Source: an optimization exercise on an open RTL-to-GDS flow (aim: small area). Production flows keep margins and buffers that such runs may drop. Only simulation tests tie the RTL to the original design; equivalence was not proved.

## design/flow/config.mk

```make
export PLATFORM = sky130hd
export DESIGN_NAME = sd_frame_reader_top
export DESIGN_NICKNAME = sd_frame_reader_top
export VERILOG_FILES = /design/flow/design.v
export SDC_FILE = /design/flow/constraint.sdc
export NUM_CORES = 4
export LEC_CHECK = 0
export CAP_MARGIN = 20
export CORE_MARGIN = 2
export CORE_UTILIZATION = 40
export SLEW_MARGIN = 20
```

## design/flow/constraint.sdc

```tcl
create_clock -name core_clock -period 10.0 [get_ports {clk}]
set_input_delay 2.0000 -clock core_clock [delete_from_list [all_inputs] [get_ports {clk}]]
set_output_delay 2.0000 -clock core_clock [all_outputs]
set_load 0.01 [all_outputs]
```

## design/flow/design.v

```verilog
`timescale 1ns / 1ps
module spi_master_byte
#(
  parameter DIV_INIT = 16'd250   
)
(
  input  wire        clk,
  input  wire        rst,
  input  wire [15:0] clk_div,      
  input  wire        start,        
  input  wire [7:0]  mosi_byte,
  output reg  [7:0]  miso_byte,
  output reg         busy,
  output reg         done,         
  output reg         sck,
  output reg         mosi,
  input  wire        miso
);
  reg [15:0] div_cnt;
  reg [2:0]  bit_cnt;
  reg        sck_en;          
  reg [7:0]  shifter_tx;
  reg [7:0]  shifter_rx;
  always @(posedge clk) begin
    if (rst) begin
      sck        <= 1'b0;    
      mosi       <= 1'b1;    
      busy       <= 1'b0;
      done       <= 1'b0;
      div_cnt    <= 16'd0;
      bit_cnt    <= 3'd0;
      sck_en     <= 1'b0;
      shifter_tx <= 8'hFF;
      shifter_rx <= 8'h00;
      miso_byte  <= 8'h00;
    end else begin
      done <= 1'b0;
      if (start && !busy) begin
        busy       <= 1'b1;
        sck_en     <= 1'b1;
        bit_cnt    <= 3'd7;
        shifter_tx <= mosi_byte;
        shifter_rx <= 8'h00;
        mosi       <= mosi_byte[7];   
        sck        <= 1'b0;           
        div_cnt    <= clk_div;
      end
      if (busy && sck_en) begin
        if (div_cnt == 16'd0) begin
          div_cnt <= clk_div;
          sck     <= ~sck;
          if (~sck) begin
            shifter_rx <= {shifter_rx[6:0], miso};
            if (bit_cnt == 3'd0) begin
            end
          end else begin
            if (bit_cnt != 3'd0) begin
              bit_cnt    <= bit_cnt - 3'd1;
              shifter_tx <= {shifter_tx[6:0], 1'b1};
              mosi       <= shifter_tx[6];  
            end else begin
              busy      <= 1'b0;
              sck_en    <= 1'b0;
              sck       <= 1'b0;   
              mosi      <= 1'b1;
              miso_byte <= shifter_rx;    
              done      <= 1'b1;
            end
          end
        end else begin
          div_cnt <= div_cnt - 16'd1;
        end
      end
    end
  end
endmodule
`timescale 1ns / 1ps
module sd_spi_init
#(
  parameter DUMMY_BYTES   = 10,       
  parameter INIT_DIV      = 16'd250,  
  parameter TMO_LONG      = 24'd255,  
  parameter TMO_SHORT     = 24'd127   
)
(
  input  wire        clk,
  input  wire        rst,
  output wire [15:0] spi_div,
  output reg         spi_start,
  output reg  [7:0]  spi_mosi,
  input  wire        spi_busy,
  input  wire        spi_done,
  input  wire [7:0]  spi_miso,
  output reg         sd_cs_n,
  output reg         ready,
  output reg         is_sdhc,
  output reg         error
);
  assign spi_div = INIT_DIV;
  localparam CMD0  = 8'h40;  
  localparam CMD8  = 8'h48;  
  localparam CMD55 = 8'h77;  
  localparam ACMD41= 8'h69;  
  localparam CMD58 = 8'h7A;  
  localparam CMD16 = 8'h50;  
  reg [23:0] timeout;
  reg [7:0]  byte_cnt;
  reg [7:0]  r1;
  reg [31:0] r_long;
  localparam S_RST         = 0,
             S_DUMMY_CS1   = 1,
             S_DUMMY_SEND  = 2,
             S_CMD0_SEND   = 3,
             S_CMD0_R1     = 4,
             S_CMD8_SEND   = 5,
             S_CMD8_R1     = 6,
             S_CMD8_READ   = 7,
             S_ACMD_LOOP   = 8,
             S_CMD55_SEND  = 9,
             S_CMD55_R1    = 10,
             S_ACMD41_SEND = 11,
             S_ACMD41_R1   = 12,
             S_CMD58_SEND  = 13,
             S_CMD58_R1    = 14,
             S_CMD58_READ  = 15,
             S_CMD16_SEND  = 16,
             S_CMD16_R1    = 17,
             S_DONE        = 18,
             S_ERR         = 19;
  reg [4:0] state, next;
  task send_byte;
  begin
    if (!spi_busy && !spi_done) begin
      spi_start <= 1'b1;
    end
  end
  endtask
  always @(posedge clk) begin
    if (rst) begin
      state     <= S_RST;
      sd_cs_n   <= 1'b1;
      spi_start <= 1'b0;
      spi_mosi  <= 8'hFF;
      ready     <= 1'b0;
      is_sdhc   <= 1'b0;
      error     <= 1'b0;
      timeout   <= 24'd0;
      byte_cnt  <= 8'd0;
      r1        <= 8'hFF;
      r_long    <= 32'h0;
    end else begin
      spi_start <= 1'b0;  
      case (state)
        S_RST: begin
          sd_cs_n  <= 1'b1;
          ready    <= 1'b0;
          is_sdhc  <= 1'b0;
          error    <= 1'b0;
          timeout  <= 24'd0;
          byte_cnt <= 8'd0;
          state    <= S_DUMMY_CS1;
        end
        S_DUMMY_CS1: begin
          sd_cs_n  <= 1'b1;
          if (byte_cnt < DUMMY_BYTES) begin
            spi_mosi <= 8'hFF;
            send_byte();
            if (spi_done) byte_cnt <= byte_cnt + 8'd1;
          end else begin
            byte_cnt <= 8'd0;
            state    <= S_CMD0_SEND;
          end
        end
        S_CMD0_SEND: begin
          sd_cs_n  <= 1'b0;
          if (!spi_busy && !spi_done) begin
            case (byte_cnt)
              8'd0: begin spi_mosi<=CMD0;  send_byte(); byte_cnt<=1; end
              8'd1: begin spi_mosi<=8'h00; send_byte(); byte_cnt<=2; end
              8'd2: begin spi_mosi<=8'h00; send_byte(); byte_cnt<=3; end
              8'd3: begin spi_mosi<=8'h00; send_byte(); byte_cnt<=4; end
              8'd4: begin spi_mosi<=8'h00; send_byte(); byte_cnt<=5; end
              8'd5: begin spi_mosi<=8'h95; send_byte(); byte_cnt<=6; end
              default: begin byte_cnt<=0; state<=S_CMD0_R1; timeout<=TMO_LONG; end
            endcase
          end
        end
        S_CMD0_R1: begin
          if (timeout==0) begin error<=1'b1; state<=S_ERR; end
          else begin
            if (!spi_busy && !spi_done) begin spi_mosi<=8'hFF; send_byte(); timeout<=timeout-1; end
            if (spi_done) begin
              r1 <= spi_miso;
              if (spi_miso==8'h01) begin state<=S_CMD8_SEND; end
              else if (spi_miso!=8'hFF) begin error<=1'b1; state<=S_ERR; end
            end
          end
        end
        S_CMD8_SEND: begin
          if (!spi_busy && !spi_done) begin
            case (byte_cnt)
              8'd0: begin spi_mosi<=CMD8;          send_byte(); byte_cnt<=1; end
              8'd1: begin spi_mosi<=8'h00;         send_byte(); byte_cnt<=2; end
              8'd2: begin spi_mosi<=8'h00;         send_byte(); byte_cnt<=3; end
              8'd3: begin spi_mosi<=8'h01;         send_byte(); byte_cnt<=4; end
              8'd4: begin spi_mosi<=8'hAA;         send_byte(); byte_cnt<=5; end
              8'd5: begin spi_mosi<=8'h87;         send_byte(); byte_cnt<=6; end
              default: begin byte_cnt<=0; state<=S_CMD8_R1; timeout<=TMO_LONG; end
            endcase
          end
        end
        S_CMD8_R1: begin
          if (timeout==0) begin error<=1'b1; state<=S_ERR; end
          else begin
            if (!spi_busy && !spi_done) begin spi_mosi<=8'hFF; send_byte(); timeout<=timeout-1; end
            if (spi_done) begin
              r1 <= spi_miso;
              if (spi_miso==8'h01 || spi_miso==8'h05) begin  
                byte_cnt<=0; state<=S_CMD8_READ;
              end else if (spi_miso!=8'hFF) begin error<=1'b1; state<=S_ERR; end
            end
          end
        end
        S_CMD8_READ: begin
          if (byte_cnt<4) begin
            if (!spi_busy && !spi_done) begin spi_mosi<=8'hFF; send_byte(); end
            if (spi_done) begin
              r_long <= {r_long[23:0], spi_miso};
              byte_cnt <= byte_cnt + 1;
            end
          end else begin
            byte_cnt <= 0;
            state    <= S_ACMD_LOOP;
          end
        end
        S_ACMD_LOOP: begin
          state <= S_CMD55_SEND;
        end
        S_CMD55_SEND: begin
          if (!spi_busy && !spi_done) begin
            case (byte_cnt)
              8'd0: begin spi_mosi<=CMD55; send_byte(); byte_cnt<=1; end
              8'd1: begin spi_mosi<=8'h00; send_byte(); byte_cnt<=2; end
              8'd2: begin spi_mosi<=8'h00; send_byte(); byte_cnt<=3; end
              8'd3: begin spi_mosi<=8'h00; send_byte(); byte_cnt<=4; end
              8'd4: begin spi_mosi<=8'h00; send_byte(); byte_cnt<=5; end
              8'd5: begin spi_mosi<=8'h65; send_byte(); byte_cnt<=6; end  
              default: begin byte_cnt<=0; state<=S_CMD55_R1; timeout<=TMO_SHORT; end
            endcase
          end
        end
        S_CMD55_R1: begin
          if (timeout==0) begin error<=1'b1; state<=S_ERR; end
          else begin
            if (!spi_busy && !spi_done) begin spi_mosi<=8'hFF; send_byte(); timeout<=timeout-1; end
            if (spi_done) begin
              r1 <= spi_miso;
              if (spi_miso!=8'hFF) begin state<=S_ACMD41_SEND; byte_cnt<=0; end
            end
          end
        end
        S_ACMD41_SEND: begin
          if (!spi_busy && !spi_done) begin
            case (byte_cnt)
              8'd0: begin spi_mosi<=ACMD41; send_byte(); byte_cnt<=1; end
              8'd1: begin spi_mosi<=8'h40;  send_byte(); byte_cnt<=2; end
              8'd2: begin spi_mosi<=8'h00;  send_byte(); byte_cnt<=3; end
              8'd3: begin spi_mosi<=8'h00;  send_byte(); byte_cnt<=4; end
              8'd4: begin spi_mosi<=8'h00;  send_byte(); byte_cnt<=5; end
              8'd5: begin spi_mosi<=8'h77;  send_byte(); byte_cnt<=6; end  
              default: begin byte_cnt<=0; state<=S_ACMD41_R1; timeout<=TMO_LONG; end
            endcase
          end
        end
        S_ACMD41_R1: begin
          if (timeout==0) begin error<=1'b1; state<=S_ERR; end
          else begin
            if (!spi_busy && !spi_done) begin spi_mosi<=8'hFF; send_byte(); timeout<=timeout-1; end
            if (spi_done) begin
              r1 <= spi_miso;
              if (spi_miso==8'h00) begin state<=S_CMD58_SEND; byte_cnt<=0; end
              else if (spi_miso!=8'hFF) begin state<=S_ACMD_LOOP; end  
            end
          end
        end
        S_CMD58_SEND: begin
          if (!spi_busy && !spi_done) begin
            case (byte_cnt)
              8'd0: begin spi_mosi<=CMD58; send_byte(); byte_cnt<=1; end
              8'd1: begin spi_mosi<=8'h00; send_byte(); byte_cnt<=2; end
              8'd2: begin spi_mosi<=8'h00; send_byte(); byte_cnt<=3; end
              8'd3: begin spi_mosi<=8'h00; send_byte(); byte_cnt<=4; end
              8'd4: begin spi_mosi<=8'h00; send_byte(); byte_cnt<=5; end
              8'd5: begin spi_mosi<=8'hFD; send_byte(); byte_cnt<=6; end  
              default: begin byte_cnt<=0; state<=S_CMD58_R1; timeout<=TMO_SHORT; end
            endcase
          end
        end
        S_CMD58_R1: begin
          if (timeout==0) begin error<=1'b1; state<=S_ERR; end
          else begin
            if (!spi_busy && !spi_done) begin spi_mosi<=8'hFF; send_byte(); timeout<=timeout-1; end
            if (spi_done) begin
              r1 <= spi_miso;
              if (spi_miso==8'h00) begin byte_cnt<=0; r_long<=32'h0; state<=S_CMD58_READ; end
              else if (spi_miso!=8'hFF) begin error<=1'b1; state<=S_ERR; end
            end
          end
        end
        S_CMD58_READ: begin
          if (byte_cnt<4) begin
            if (!spi_busy && !spi_done) begin spi_mosi<=8'hFF; send_byte(); end
            if (spi_done) begin
              r_long <= {r_long[23:0], spi_miso};
              byte_cnt <= byte_cnt + 1;
            end
          end else begin
            is_sdhc <= r_long[30];
            if (!r_long[30]) state <= S_CMD16_SEND;  
            else             state <= S_DONE;
            byte_cnt <= 0;
          end
        end
        S_CMD16_SEND: begin
          if (!spi_busy && !spi_done) begin
            case (byte_cnt)
              8'd0: begin spi_mosi<=CMD16; send_byte(); byte_cnt<=1; end
              8'd1: begin spi_mosi<=8'h00; send_byte(); byte_cnt<=2; end
              8'd2: begin spi_mosi<=8'h00; send_byte(); byte_cnt<=3; end
              8'd3: begin spi_mosi<=8'h02; send_byte(); byte_cnt<=4; end
              8'd4: begin spi_mosi<=8'h00; send_byte(); byte_cnt<=5; end
              8'd5: begin spi_mosi<=8'h15; send_byte(); byte_cnt<=6; end  
              default: begin byte_cnt<=0; state<=S_CMD16_R1; timeout<=TMO_SHORT; end
            endcase
          end
        end
        S_CMD16_R1: begin
          if (timeout==0) begin error<=1'b1; state<=S_ERR; end
          else begin
            if (!spi_busy && !spi_done) begin spi_mosi<=8'hFF; send_byte(); timeout<=timeout-1; end
            if (spi_done) begin
              if (spi_miso==8'h00) state<=S_DONE;
              else if (spi_miso!=8'hFF) begin error<=1'b1; state<=S_ERR; end
            end
          end
        end
        S_DONE: begin
          sd_cs_n <= 1'b1;  
          ready   <= 1'b1;
        end
        S_ERR: begin
          sd_cs_n <= 1'b1;
          ready   <= 1'b0;
        end
        default: state <= S_ERR;
      endcase
    end
  end
endmodule
`timescale 1ns / 1ps
module sd_block_reader
#(
  parameter DATA_DIV    = 16'd4,      
  parameter WAIT_BYTES  = 24'd800000  
)
(
  input  wire        clk,
  input  wire        rst,
  output wire [15:0] spi_div,
  output reg         spi_start,
  output reg  [7:0]  spi_mosi,
  input  wire        spi_busy,
  input  wire        spi_done,
  input  wire [7:0]  spi_miso,
  output reg         sd_cs_n,
  input  wire        start,        
  input  wire        multi,        
  input  wire [31:0] lba_start,
  input  wire [31:0] blocks,       
  input  wire        stop_multi,   
  output reg         data_valid,
  output reg  [7:0]  data_byte,
  output reg         block_done,   
  output reg         all_done,     
  output reg         error
);
  assign spi_div = DATA_DIV;
  localparam CMD17 = 8'h51;
  localparam CMD18 = 8'h52;
  localparam CMD12 = 8'h4C;
  reg [23:0] waitcnt;
  reg [8:0]  bcnt;         
  reg [31:0] cur_lba;
  reg [31:0] blocks_left;
  reg [7:0]  r1;
  reg [7:0]  token;
  localparam R_IDLE       = 0,
             R_CMD_SEND   = 1,
             R_CMD_R1     = 2,
             R_WAIT_TOK   = 3,
             R_STREAM     = 4,
             R_DROP_CRC   = 5,
             R_BLK_DONE   = 6,
             R_NEXT_BLK   = 7,
             R_SEND_STOP  = 8,
             R_STOP_R1    = 9,
             R_DONE       = 10,
             R_ERR        = 11;
  reg [3:0] state;
  reg [2:0] ph;  
  task start_byte;
  begin
    if (!spi_busy && !spi_done) spi_start <= 1'b1;
  end
  endtask
  always @(posedge clk) begin
    if (rst) begin
      sd_cs_n     <= 1'b1;
      spi_start   <= 1'b0;
      spi_mosi    <= 8'hFF;
      data_valid  <= 1'b0;
      data_byte   <= 8'h00;
      block_done  <= 1'b0;
      all_done    <= 1'b0;
      error       <= 1'b0;
      state       <= R_IDLE;
      waitcnt     <= 24'd0;
      bcnt        <= 9'd0;
      cur_lba     <= 32'd0;
      blocks_left <= 32'd0;
      r1          <= 8'hFF;
      token       <= 8'hFF;
      ph          <= 3'd0;
    end else begin
      spi_start  <= 1'b0;
      data_valid <= 1'b0;
      block_done <= 1'b0;
      all_done   <= 1'b0;
      case (state)
        R_IDLE: begin
          sd_cs_n     <= 1'b1;
          if (start) begin
            sd_cs_n     <= 1'b0;
            cur_lba     <= lba_start;
            blocks_left <= blocks;
            ph          <= 3'd0;
            state       <= R_CMD_SEND;
            error       <= 1'b0;
          end
        end
        R_CMD_SEND: begin
          if (!spi_busy && !spi_done) begin
            case (ph)
              3'd0: begin spi_mosi <= multi ? CMD18 : CMD17; start_byte(); ph<=3'd1; end
              3'd1: begin spi_mosi <= cur_lba[31:24];         start_byte(); ph<=3'd2; end
              3'd2: begin spi_mosi <= cur_lba[23:16];         start_byte(); ph<=3'd3; end
              3'd3: begin spi_mosi <= cur_lba[15:8];          start_byte(); ph<=3'd4; end
              3'd4: begin spi_mosi <= cur_lba[7:0];           start_byte(); ph<=3'd5; end
              3'd5: begin spi_mosi <= 8'hFF;                  start_byte(); ph<=3'd6; end  
              default: begin ph<=3'd0; waitcnt<=WAIT_BYTES; state<=R_CMD_R1; end
            endcase
          end
        end
        R_CMD_R1: begin
          if (waitcnt==0) begin error<=1'b1; state<=R_ERR; end
          else if (!spi_busy && !spi_done) begin spi_mosi<=8'hFF; start_byte(); waitcnt<=waitcnt-1; end
          if (spi_done) begin
            r1 <= spi_miso;
            if (spi_miso==8'h00) begin bcnt<=9'd0; state<=R_WAIT_TOK; waitcnt<=WAIT_BYTES; end
            else if (spi_miso!=8'hFF) begin error<=1'b1; state<=R_ERR; end
          end
        end
        R_WAIT_TOK: begin
          if (waitcnt==0) begin error<=1'b1; state<=R_ERR; end
          else if (!spi_busy && !spi_done) begin spi_mosi<=8'hFF; start_byte(); waitcnt<=waitcnt-1; end
          if (spi_done) begin
            token <= spi_miso;
            if (spi_miso==8'hFE) begin state<=R_STREAM; bcnt<=9'd0; end
          end
        end
        R_STREAM: begin
          if (!spi_busy && !spi_done) begin spi_mosi<=8'hFF; start_byte(); end
          if (spi_done) begin
            data_byte  <= spi_miso;
            data_valid <= 1'b1;
            bcnt       <= bcnt + 1;
            if (bcnt == 9'd511) state<=R_DROP_CRC;
          end
        end
        R_DROP_CRC: begin
          if (!spi_busy && !spi_done) begin spi_mosi<=8'hFF; start_byte(); end
          if (spi_done) begin
            if (ph==0) begin ph<=1; end
            else begin ph<=0; state<=R_BLK_DONE; end
          end
        end
        R_BLK_DONE: begin
          block_done <= 1'b1;
          if (!multi) begin
            sd_cs_n  <= 1'b1;  
            all_done <= 1'b1;
            state    <= R_DONE;
          end else begin
            if (stop_multi || (blocks_left==32'd1)) begin
              state <= R_SEND_STOP;
              ph    <= 0;
            end else begin
              cur_lba     <= cur_lba + 32'd1;
              if (blocks_left!=0) blocks_left <= blocks_left - 32'd1;
              state <= R_NEXT_BLK;
            end
          end
        end
        R_NEXT_BLK: begin
          waitcnt <= WAIT_BYTES;
          state   <= R_WAIT_TOK;
        end
        R_SEND_STOP: begin
          if (!spi_busy && !spi_done) begin
            case (ph)
              3'd0: begin spi_mosi<=CMD12; start_byte(); ph<=1; end
              3'd1: begin spi_mosi<=8'h00; start_byte(); ph<=2; end
              3'd2: begin spi_mosi<=8'h00; start_byte(); ph<=3; end
              3'd3: begin spi_mosi<=8'h00; start_byte(); ph<=4; end
              3'd4: begin spi_mosi<=8'h00; start_byte(); ph<=5; end
              3'd5: begin spi_mosi<=8'hFD; start_byte(); ph<=6; end
              default: begin ph<=0; waitcnt<=WAIT_BYTES; state<=R_STOP_R1; end
            endcase
          end
        end
        R_STOP_R1: begin
          if (waitcnt==0) begin error<=1'b1; state<=R_ERR; end
          else if (!spi_busy && !spi_done) begin spi_mosi<=8'hFF; start_byte(); waitcnt<=waitcnt-1; end
          if (spi_done) begin
            if (spi_miso!=8'hFF) begin
              sd_cs_n  <= 1'b1;
              all_done <= 1'b1;
              state    <= R_DONE;
            end
          end
        end
        R_DONE: begin
        end
        R_ERR: begin
          sd_cs_n <= 1'b1;
        end
        default: state <= R_ERR;
      endcase
    end
  end
endmodule
`timescale 1ns / 1ps
module sd_frame_reader_top
#(
  parameter SYSCLK_HZ      = 100_000_000,
  parameter INIT_DIV       = 16'd250,   
  parameter DATA_DIV       = 16'd2,     
  parameter LBA_START      = 32'd2048,  
  parameter BLOCKS_TO_READ = 32'd600    
)
(
  input  wire        clk,
  input  wire        rst,
  output wire        sd_sck,
  output wire        sd_mosi,
  input  wire        sd_miso,
  output wire        sd_cs_n,
  output reg  [31:0] waddr,
  output reg  [7:0]  wdata,
  output reg         we,
  output reg         frame_done,
  output wire        init_ready,
  output wire        init_is_sdhc,
  output wire        any_error
);
  wire [15:0] spi_div_sel;
  wire        spi_start;
  wire [7:0]  spi_mosi_b;
  wire        spi_busy;
  wire        spi_done;
  wire [7:0]  spi_miso_b;
  wire        sck_net, mosi_net;
  wire        cs_from_init, cs_from_rd;
  wire [15:0] div_from_init, div_from_rd;
  wire        start_from_init, start_from_rd;
  wire [7:0]  mosi_from_init,  mosi_from_rd;
reg         use_init;
wire        spi_start_sel;
wire [7:0]  spi_mosi_sel;
wire        spi_busy_own = spi_busy | spi_start_sel;
assign spi_div_sel  = use_init ? div_from_init   : div_from_rd;
assign spi_start_sel= use_init ? start_from_init : start_from_rd;
assign spi_mosi_sel = use_init ? mosi_from_init  : mosi_from_rd;
assign sd_cs_n      = use_init ? cs_from_init    : cs_from_rd;
spi_master_byte spi0 (
  .clk       (clk),
  .rst       (rst),
  .clk_div   (spi_div_sel),    
  .start     (spi_start_sel),  
  .mosi_byte (spi_mosi_sel),   
  .miso_byte (spi_miso_b),
  .busy      (spi_busy),
  .done      (spi_done),
  .sck       (sck_net),
  .mosi      (mosi_net),
  .miso      (sd_miso)
);
assign sd_sck  = sck_net;
assign sd_mosi = mosi_net;
  wire init_ready_w;
  wire init_is_sdhc_w;
  wire init_err;
  sd_spi_init #(
    .DUMMY_BYTES (10),
    .INIT_DIV    (INIT_DIV)
  ) init0 (
    .clk        (clk),
    .rst        (rst),
    .spi_div    (div_from_init),
    .spi_start  (start_from_init),
    .spi_mosi   (mosi_from_init),
    .spi_busy   (spi_busy_own),
    .spi_done   (spi_done),
    .spi_miso   (spi_miso_b),
    .sd_cs_n    (cs_from_init),
    .ready      (init_ready_w),
    .is_sdhc    (init_is_sdhc_w),
    .error      (init_err)
  );
  assign init_ready   = init_ready_w;
  assign init_is_sdhc = init_is_sdhc_w;
  reg         rd_start;
  reg         rd_multi;
  reg  [31:0] rd_lba;
  reg  [31:0] rd_blocks;
  reg         rd_stop;
  wire [15:0] div_from_rd_w;
  assign div_from_rd = div_from_rd_w;
  wire rd_data_valid;
  wire [7:0] rd_data_byte;
  wire rd_block_done, rd_all_done, rd_err;
  sd_block_reader #(
    .DATA_DIV   (DATA_DIV),
    .WAIT_BYTES (24'd20_000)  
  ) reader0 (
    .clk        (clk),
    .rst        (rst),
    .spi_div    (div_from_rd_w),
    .spi_start  (start_from_rd),
    .spi_mosi   (mosi_from_rd),
    .spi_busy   (spi_busy_own),
    .spi_done   (spi_done),
    .spi_miso   (spi_miso_b),
    .sd_cs_n    (cs_from_rd),
    .start      (rd_start),
    .multi      (rd_multi),
    .lba_start  (rd_lba),
    .blocks     (rd_blocks),
    .stop_multi (rd_stop),
    .data_valid (rd_data_valid),
    .data_byte  (rd_data_byte),
    .block_done (rd_block_done),
    .all_done   (rd_all_done),
    .error      (rd_err)
  );
  localparam T_INIT    = 0,
             T_WAIT    = 1,
             T_READ    = 2,
             T_FINISH  = 3;
  reg [1:0] tstate;
  assign any_error = init_err | rd_err;
  always @(posedge clk) begin
    if (rst) begin
      use_init    <= 1'b1;
      waddr       <= 32'd0;
      wdata       <= 8'd0;
      we          <= 1'b0;
      frame_done  <= 1'b0;
      rd_start    <= 1'b0;
      rd_multi    <= 1'b0;
      rd_lba      <= 32'd0;
      rd_blocks   <= 32'd0;
      rd_stop     <= 1'b0;
      tstate      <= T_INIT;
    end else begin
      we         <= 1'b0;
      frame_done <= 1'b0;
      rd_start   <= 1'b0;
      rd_stop    <= 1'b0;
      case (tstate)
        T_INIT: begin
          use_init <= 1'b1;
          if (init_ready_w) begin
            tstate <= T_WAIT;
          end
        end
        T_WAIT: begin
          use_init <= 1'b0;
          if (init_is_sdhc_w)
            rd_lba <= LBA_START;
          else
            rd_lba <= LBA_START << 9;
          rd_blocks <= BLOCKS_TO_READ;
          rd_multi  <= 1'b1;  
          rd_start  <= 1'b1;
          tstate    <= T_READ;
        end
        T_READ: begin
          if (rd_data_valid) begin
            wdata <= rd_data_byte;
            we    <= 1'b1;
            waddr <= waddr + 32'd1;
          end
          if (rd_block_done && (rd_blocks==32'd1)) begin
            rd_stop   <= 1'b1;    
          end
          if (rd_block_done && rd_blocks!=0) begin
            rd_blocks <= rd_blocks - 32'd1;
          end
          if (rd_all_done) begin
            frame_done <= 1'b1;
            tstate     <= T_FINISH;
          end
        end
        T_FINISH: begin
        end
        default: tstate <= T_INIT;
      endcase
    end
  end
endmodule
```

## design/flow/run.sh

```bash
#!/bin/bash
# synth_recipe.tcl (not shown) runs the flow's synth.tcl, then flattens the netlist and writes it again
# the make line also repeats each setting of config.mk as NAME=value (left out here)
make -C /OpenROAD-flow-scripts/flow DESIGN_CONFIG=/design/flow/config.mk WORK_HOME=/design/flow/orfs CLKGATE_MAP_FILE= SYNTH_SCRIPT=/design/flow/synth_recipe.tcl finish
```

==> impl_metrics.tcl <==
set metrics [dict create \
    rsz0062_at_grt "no" \
    post_drt_via_cell_ratio 6.03 \
    slew_violations 0 \
    first_pass_iters 6 \
    cts_buffers 37 \
    final_common_cell "dfxtp_1" \
    leakagePower_nw 6.71 \
    tightest_slew_ns 1.06 \
    clk_pin_slew_ns 0.06 \
    post-route-util 0.456 \
    final_nets 2234 \
    irDropWorstVdd_mv 0.129 \
    tns_ns 0 \
    start_kind "flop" \
    num_rows 76 \
    cts_resized 0 \
    critical_path_class "flop to output pin" \
    grt_pass1_wl_microns 83400 \
    crit_path_max_fanout 13 \
    clock-sinks 309 \
    globalplace.congestion 0.916 \
    finalCriticalPeriod_ns 4.29 \
    worst_setup_path_end_kind "output pin" \
    totalPowerFinal_w 0.00548 \
    antenna_found_initial 0 \
    ys_types 99 \
    dieWidth_microns 213 \
    clockRootBuffer "clkbuf_16" \
    dieArea_sq_um 45600 \
    htreeDepth 2 \
    fin_ws_ns 5.71 \
    wl_microns 50800 \
    avgSynthCellArea_sq_um 7.82 \
    initial_core_util 0.407 \
    cp_data_arrival_time_ns 2.29 \
    fillers 4372 \
    drc_errors 0 \
    core_area_sq_um 43200 \
    ys.warnings.count 4 \
    setup_viol 0 \
    gr-max-usage-layer "met2" \
    grtUsageMet1 0.303 \
    cts_tree "yes" \
    drv_cap 0 \
    synth_edf_count 0 \
    slew_headroom 0.290 \
    postRouteAntennaNets 0 \
    wl_per_cell_microns 18.0 \
    drive_above_1_share 0.0676 \
    met2_usage 0.354 \
    grt_max_degree 98 \
    hold_viol_final 0 \
    syn_inst 2243 \
    cts_setup_buffers 0 \
    status "complete, no violations" \
    ys_ff_latch 309 \
    io-pin-count 51 \
    grt_pass1_vias 15820 \
    dpl.hpwl_microns 34500 \
    async_flop_share 0 \
    clkLatencyLatePin_ns 0.56 \
    pre_cts_ws_ns 6.02 \
    grt_overflow 0 \
    required_ns 8.00 \
    worst_clock_skew_ns 0.0103 \
    clock.fmax_ghz 0.233 \
    final_cell_mix "dfxtp_1, nor2_1, a21oi_1" \
    grtUsageMet3 0.0343 \
    ctsHoldBuffers 0 \
    drt_iter0_drc 1361 \
    port_buffers 50 \
    cts_buffer_depth 3 \
    synth_ff_type "dfxtp_1" \
    antenna_cells 0 \
    power.density_nw_per_um2 278 \
    globalRouteTotalUtil 0.222 \
    hp-class "flop to flop" \
    die_h_microns 213 \
    syn_area_sq_um 17500 \
    syn_to_final_growth_pct 12.1 \
    synth_fp_nets 2270 \
    seq_area_frac_synth 0.352 \
    via_count 16993 \
    fin_crit_sh 0.429 \
]
[power by group]
part | internal, W | switching (W)
Clock | 0.000846 | 0.000558
Combinational | 0.000869 | 0.00159
Sequential | 0.00141 | 0.000203
[cell usage after synthesis (11+ instances only)]
master / count / area, sq um
o21a_1: 12 / 90.1
a21o_1: 17 / 128
a311oi_1: 20 / 175
o31ai_1: 52 / 390
or3_1: 51 / 319
nor2_1: 233 / 875
a211oi_1: 36 / 270
buf_1: 11 / 41.3
o22ai_1: 15 / 93.8
nand3b_1: 15 / 113
nand3_1: 80 / 400
xnor2_1: 16 / 140
nor3_1: 73 / 365
xor2_1: 28 / 245
clkbuf_1: 124 / 465
nand4_1: 41 / 257
o21ai_0: 110 / 551
o211ai_1: 16 / 120
o311ai_0: 13 / 114
nor2b_1: 17 / 106
a31oi_1: 31 / 194
ha_1: 24 / 300
nand2b_1: 30 / 188
and3_1: 24 / 150
nor4_1: 33 / 206
or4_1: 57 / 428
mux2i_1: 43 / 430
dfxtp_1: 309 / 6190
inv_1: 51 / 191
or2_2: 17 / 106
nand2_1: 198 / 743
o32ai_1: 12 / 105
a21oi_1: 221 / 1110
[layer usage]
metal	share of wire	wire length, microns
met1	0.46	23500
met2	0.46	23100
met3	0.051	2610
met4	0.030	1500
met5	0	0
[area by class of cell]
cell class | count | area (sq um) | share of cell area
Multi-Input combinational cell | 1730 | 10600 | 0.539
Timing Repair Buffer | 73 | 674 | 0.0343
Inverter | 56 | 210 | 0.0107
Sequential cell | 309 | 6190 | 0.314
Clock buffer | 49 | 1010 | 0.0514
Tap cell | 585 | 732 | 0.0372
Clock inverter | 17 | 245 | 0.0125
[sequential cells by signal, summed over array words and instances, names as in the netlist, 9 cells and up]
name / flops
reader0.blocks_left: 32
spi0.div_cnt: 16
rd_blocks: 32
init0.timeout: 24
reader0.cur_lba: 32
reader0.waitcnt: 24
reader0.bcnt: 9
waddr: 32
[per-stage QoR]
step	cells	area [sq um]	hold slack (ns)
after floorplan	2243	17500	0.432
after global placement	2753	18400	0.443
after detailed placement	2753	18400	0.450
final	2819	19700	0.456
after CTS	2819	19700	0.460
after global routing	2819	19700	0.476
[critical path: stages, from the launching register on]
cell and delay (ns):
dfxtp_1 0.81, mux2_2 0.43, clkdlybuf4s50_1 0.48
[kinds of logic (layout without fill, tap and decap cells)]
| kind of cell | after synthesis | after routing | share of synthesized area |
|---|---|---|---|
| compound gates | 669 | 669 | 0.251 |
| xor+xnor | 44 | 44 | 0.0220 |
| fa+ha+maj | 24 | 24 | 0.0171 |
| buf+inv | 204 | 195 | 0.0459 |
| flops | 309 | 309 | 0.352 |
| mux | 54 | 54 | 0.0318 |
| simple gates | 939 | 939 | 0.280 |
[final timing paths]
check | start | endpoint | slack, ns | cells past startpoint
max | use_init | sd_cs_n | 5.71 | 2
min | reader0.data_byte[3] | wdata[3] | 0.46 | 2
max reg2reg | reader0.state[2] | reader0.blocks_left[12] | 6.09 | 7
min reg2reg | reader0.data_byte[3] | wdata[3] | 0.46 | 2

[port drivers added, routing unchanged]
How much do the figures lean on ideal ports? The routed layout below was timed once more, with nothing changed but the port constraints.
Step 1 assumes that a clkbuf_16 drives the clock port and a buf_2 every other input.
Step 2 adds t to the input delays and takes it off the output delays; t is the mean of the earliest and latest rising clock arrival at the registers after step 1. Input paths then give back, and output paths get back, about the clock's delay inside the block.
Three values: no drivers, after step 1, after step 2; two values: the first two.
shift t [ns]: 0.611
setup WS [ns]: 5.709 / 5.651 / 5.992
latest minus earliest clock arrival (ns): 0.012 / 0.012
After both steps setup and hold are still met in this run. For this run, drivers alone change the setup slack by -0.058 ns; drivers and shift together by +0.283 ns.
